Context: an optimization exercise on an open-source flow, tuned for small area and a short achievable clock period. The choices shown serve that exercise and are no tape-out recipe.
At most, simulation tests tie the RTL to the original design; equivalence was not proved.
Power and IR drop assume default switching activity.

Design main, start of the top module:
module main(
    input clk,
    input [19:0] data,
    output reg [7:0] result_Ra,
    output reg [7:0] result_Rb,
    output reg [7:0] result_Rc,
    output reg [7:0] result_Rd,
    output reg [15:0] result_bFloat,
    output reg SF,
    output reg ZF
    );
    reg [15:0] result_mul;
    wire [3:0] op = data[19:16];
    wire [7:0] f1 = data[15:8];
    wire [7:0] f2 = data[7:0];
    wire d_a = f1 == 8'h01, d_b = f1 == 8'h02, d_c = f1 == 8'h04, d_d = f1 == 8'h08;
    wire s_ok = f2 == 8'h01 || f2 == 8'h02 || f2 == 8'h04 || f2 == 8'h08;
    wire d_ok = d_a | d_b | d_c | d_d;
    wire same = f1 == f2;
    wire op_save = op == 4'b0001 || op == 4'b0010;
    wire op_sum  = op == 4'b0011 || op == 4'b0100;
    wire op_sub  = op == 4'b0101 || op == 4'b0110;
    wire op_reg  = op == 4'b0010 || op == 4'b0100 || op == 4'b0110;
    wire op_shr  = op == 4'b1011;
    wire op_shl  = op == 4'b1100;
    wire op_mul  = op == 4'b0111 || op == 4'b1000;
    wire op_bf   = op == 4'b1101;
    wire [7:0] opa = ({8{f1[0]}} & result_Ra) | ({8{f1[1]}} & result_Rb) |
  ...
Size: ~1,600 cells after synthesis, ~71 I/O pins.
export LEC_CHECK = 0
export CAP_MARGIN = 20
export CORE_MARGIN = 2
export CORE_UTILIZATION = 40
export SLEW_MARGIN = 20
create_clock -name core_clock -period 15.0 [get_ports {clk}]
standard.sh (not shown) runs the stock make flow with config.mk's settings and CLKGATE_MAP_FILE= SYNTH_SCRIPT=/design/flow/synth_recipe.tcl, a recipe that flattens the netlist after the stock synthesis.
==> flow/flow/run.sh <==
#!/bin/bash
# Own layout flow: the standard ORFS flow (standard.sh) with these changes:
#  - synthesis leaves the adders to ABC instead of extracting full/half adder cells,
#    and ABC runs its area script (ABC_AREA=1), which here also gives the shorter paths;
#  - the port buffers are buf_1 cells instead of the slow clkdlybuf4s50_1 (the resizer
#    then sizes them as it does any cell);
#  - repair_timing aims for 8.7 ns of setup slack, so it sizes up the critical paths.
set -euo pipefail
bash standard.sh ADDER_MAP_FILE= ABC_AREA=1 SETUP_SLACK_MARGIN=8.7 \
  "BUFFER_PORTS_ARGS=-buffer_cell sky130_fd_sc_hd__buf_1" finish > standard_flow.log 2>&1
The first run finished clean.
Next try:
--- a/flow/design.v
+++ b/flow/design.v
@@ -194,19 +194,31 @@
     wire [7:0] bexp = bzero ? 8'd0 : izero ? (8'd126 - {6'd0, zk}) : (8'd127 + {5'd0, e});
     wire wa = op_mul | (alu_wr & d_a);
     wire wb = op_bf  | (alu_wr & d_b);
     wire wc = op_bf  | (alu_wr & d_c);
     wire wd = op_mul | (alu_wr & d_d);
     wire wf = op_mul | op_bf | alu_wr;
     wire [7:0] na0 = op_mul ? result_mul[7:0]  : alu;
     wire [7:0] nd0 = op_mul ? result_mul[15:8] : alu;
     wire sf0 = op_mul ? result_mul[15] : op_bf ? bs : alu[7];
-    wire zf0 = op_mul ? pzero : op_bf ? bzero : (alu == 8'd0);
+    wire zsum = (opa ^ opb) == {opa[6:0] | opb[6:0], 1'b0};
+    wire zshr = big | ((opa >> f2[2:0]) == 8'd0);
+    wire zshl = big | ((opa << f2[2:0]) == 8'd0);
+    reg zalu;
+    always @* begin
+        if (keep) zalu = opa == 8'd0;
+        else if (op_save) zalu = opb == 8'd0;
+        else if (op_shr) zalu = zshr;
+        else if (op_shl) zalu = zshl;
+        else if (op_sub) zalu = opa == opb;
+        else zalu = zsum;
+    end
+    wire zf0 = op_mul ? pzero : op_bf ? bzero : zalu;
     always @(posedge clk) begin
         if (mul_ld) result_mul <= prod;
         if (wa) result_Ra <= mul_ld ? prod[7:0] : na0;
         if (wd) result_Rd <= mul_ld ? prod[15:8] : nd0;
         if (wb) result_Rb <= op_bf ? {bs, bman} : alu;
         if (wc) result_Rc <= op_bf ? bexp : alu;
         if (wf) begin
             SF <= mul_ld ? prod[15] : sf0;
             ZF <= zf0;
Result: Maximum frequency falls slightly. Worst setup slack got worse by 29 ps. Non-clock buffer count rises by 12. Total power rises by a few percent. Global-route usage rises by 0.11 points. Register-to-register slack got worse by 80 ps. Sequential power is about the same. Cell count rises by a few percent. Final area rises by a few percent. Wire length rises by a little under a tenth. Clock power rises by roughly a tenth. Utilization falls by 0.36 points. Area after synthesis rises by a few percent.
The RTL of the second run of this note was laid out without a check of its function.

-- separate check: timing with driven ports --
No port has a modelled driver above. Below, the same layouts with a new extraction and two added sets of constraints.
Step 1: set_driving_cell puts a clkbuf_16 on clk and a buf_2 on each other input, an assumption about the parent block.
Step 2 adds t to the input delays and takes it off the output delays; t is the mean of the earliest and latest rising clock arrival at the registers after step 1. Input paths then give back, and output paths get back, about the clock's delay inside the block.
Slacks: ideal ports / drivers / drivers and shift; pairs: ideal ports / drivers.
run | shift t [ns] | setup slack, ns | worst slew at a driven data input, ns
the first run | 0.367 | 8.989 / 8.963 / 8.596 | 0.08
the second run | 0.374 | 8.960 / 8.962 / 8.587 | 0.09
After both steps every run listed still meets setup and hold. For the first run, which loses most, drivers alone change the setup slack by -0.026 ns; drivers and shift together by -0.393 ns.
